Context: an optimization exercise on an open-source flow, tuned for small area. The choices shown serve that exercise and are no tape-out recipe. In this exercise RTL edits were held to simulation tests only and were not proved equivalent to the original. Power is estimated from default activity; no workload was simulated.

Design AddRawFN, start of the top module:
module AddRawFN(
  input         clock,
  input         reset,
  input         io_a_isNaN,
  input         io_a_isInf,
  input         io_a_isZero,
  input  [8:0]  io_a_exp,
  input  [22:0] io_a_sig,
  input         io_b_isNaN,
  input         io_b_isInf,
  input         io_b_isZero,
  input  [8:0]  io_b_exp,
  input  [22:0] io_b_sig,
  output        io_invalidExc,
  output        io_rawOut_isNaN,
  output        io_rawOut_isInf,
  output        io_rawOut_isZero,
  output [8:0]  io_rawOut_exp,
  output [22:0] io_rawOut_sig
);
For scale: ~110 I/O pins, about 8700 sq um of cells after synthesis.
==> flow/config.mk <==
export PLATFORM = sky130hd
export DESIGN_NAME = AddRawFN
export DESIGN_NICKNAME = AddRawFN
export VERILOG_FILES = /design/flow/design.v
export SDC_FILE = /design/flow/constraint.sdc
export NUM_CORES = 4
export LEC_CHECK = 0
export ABC_AREA = 0
export CAP_MARGIN = 20
export CORE_MARGIN = 2
export CORE_UTILIZATION = 55
export CTS_BUF_LIST = sky130_fd_sc_hd__clkbuf_4 sky130_fd_sc_hd__clkbuf_8
export CTS_CLUSTER_DIAMETER = 50
export CTS_CLUSTER_SIZE = 16
export GPL_TIMING_DRIVEN = 0
export SLEW_MARGIN = 20
export SYNTH_HIERARCHICAL = 1
export SYNTH_MINIMUM_KEEP_SIZE = 0
==> flow/constraint.sdc <==
create_clock -name core_clock -period 4.0 [get_ports {clock}]
set_input_delay 0.8000 -clock core_clock [delete_from_list [all_inputs] [get_ports {clock}]]
set_output_delay 0.8000 -clock core_clock [all_outputs]
set_load 0.01 [all_outputs]
standard.sh (not shown) runs the stock make flow with config.mk's settings and CLKGATE_MAP_FILE= SYNTH_SCRIPT=/design/flow/synth_recipe.tcl, a recipe that flattens the netlist after the stock synthesis.
==> flow/flow/run.sh <==
#!/bin/bash
# Standard ORFS layout, but with plain buf_1 cells as the port buffers instead of the
# delay cells buffer_ports would otherwise pick. Full make output goes to standard.log.
set -euo pipefail
bash standard.sh "BUFFER_PORTS_ARGS=-buffer_cell sky130_fd_sc_hd__buf_1" finish > standard.log 2>&1
The baseline finished clean.
Change:
Settings changed: CTS_BUF_LIST sky130_fd_sc_hd__clkbuf_4 sky130_fd_sc_hd__clkbuf_8 to sky130_fd_sc_hd__clkbuf_8, CTS_CLUSTER_DIAMETER 50 to 60, CTS_CLUSTER_SIZE 16 to 20.
Result: Via count decreases by 1.6%. Setup slack degrades by 0.017 ns. Sequential cell count is unchanged. Final cell count decreases by 0.78%.
Change:
Settings changed: GPL_TIMING_DRIVEN 0 to 1.
- register-to-register slack gains 0.03 ns
- count of clock-buffer cells in the layout is unchanged
- total power rose slightly
- first-iteration DRC count came out lower by a few percent
- cell area hardly moves
- cell count is higher slightly
- hold slack gets better by 0.0079 ns
- sequential cell count stays the same
- global-route usage increases by 1.7 points

* * *

run A:
Another version of the RTL of AddRawFN (not shown whole).
Size: ~790 cells after synthesis, roughly 110 I/O pins, about 8600 µm² of cells after synthesis.
==> flow/config.mk <==
export PLATFORM = sky130hd
export DESIGN_NAME = AddRawFN
export DESIGN_NICKNAME = AddRawFN
export VERILOG_FILES = /design/flow/design.v
export SDC_FILE = /design/flow/constraint.sdc
export NUM_CORES = 4
export LEC_CHECK = 0
export ABC_AREA = 0
export CAP_MARGIN = 20
export CORE_MARGIN = 2
export CORE_UTILIZATION = 55
export CTS_BUF_LIST = sky130_fd_sc_hd__clkbuf_8
export CTS_CLUSTER_DIAMETER = 60
export CTS_CLUSTER_SIZE = 20
export GPL_TIMING_DRIVEN = 0
export SETUP_SLACK_MARGIN = 0.08
export SLEW_MARGIN = 20
export SYNTH_HIERARCHICAL = 1
export SYNTH_MINIMUM_KEEP_SIZE = 0
export TNS_END_PERCENT = 5
==> flow/constraint.sdc <==
create_clock -name core_clock -period 4.0 [get_ports {clock}]
set_input_delay 0.8000 -clock core_clock [delete_from_list [all_inputs] [get_ports {clock}]]
set_output_delay 0.8000 -clock core_clock [all_outputs]
set_load 0.01 [all_outputs]
Scripts as last shown in full above: flow/flow/run.sh
## Diff of input files: run B against run A
- ABC_CLOCK_PERIOD_IN_PS newly set to 3000
- TNS_END_PERCENT removed (was 5)
## What came out
Global-route wire length before repair essentially unchanged between run A and run B. Run B vs run A on core utilization: run B is the higher one. The total power on run B is in line with that on run A. Comparing run A with run B, the smallest hold slack came out essentially unchanged. The maximum clock frequency of run B is higher than that of run A. Run B vs. run A: share of the final layout cell area in multi-input gates rose 0.18 points; stage delay of the slowest cell on the critical path dropped 0.15 ns. Total global routing track utilization: run B vs run A, no meaningful difference. Run B: total detailed-routing wirelength about 2.5% above run A. Run B improves on run A in final critical path time including I/O delays and setup. The buffer share of cell area was comparable across run B and run A.
### run B -> run C
- ABC_CLOCK_PERIOD_IN_PS: 3000 -> unset
- PLACE_DENSITY: unset -> 0.75
--- outcome ---
- Run C vs run B on growth of design area from synthesis to finish: run C is the lower one.
- Start point of the critical path: io_a_exp[0] -> run C, io_a_exp[7] -> run B
- The wire length of the first global-routing pass number comes out lower for run C vs run B.
- Route | run C vs run B | wire shorter in run C

-- afterwards: timing with drivers on the ports --
Ports are ideal in the flow. The routed layouts listed here were re-timed in OpenROAD.
Step 1 (the two cells are an assumption about what drives the block):
set clk [get_ports {clock}]
set_driving_cell -lib_cell sky130_fd_sc_hd__clkbuf_16 $clk
set_driving_cell -lib_cell sky130_fd_sc_hd__buf_2 [delete_from_list [all_inputs] $clk]
Step 2 adds t to the input delays and takes it off the output delays; t is the mean of the earliest and latest rising clock arrival at the registers after step 1. Input paths then give back, and output paths get back, about the clock's delay inside the block.
a / b / c = ideal / step 1 / step 2; a / b = the first two.
run	t (ns)	slack for setup (ns)	worst setup path after step 2
the first run of note 1	0.539	0.163 / 0.186 / -0.353	input to register
the second run of note 1	0.536	0.147 / 0.170 / -0.366	input to register
the third run of note 1	0.530	0.203 / 0.203 / 0.044	input to register
run A	0.530	0.115 / 0.139 / -0.391	input to register
run B	0.526	0.175 / 0.197 / -0.329	input to register
run C	0.528	0.175 / 0.189 / -0.339	input to register
Met with ideal ports but missed after step 2: setup timing in 5 of these runs. The setup slack of the first run of note 1, which loses most, moves by +0.023 ns with the drivers and by -0.516 ns with both steps.
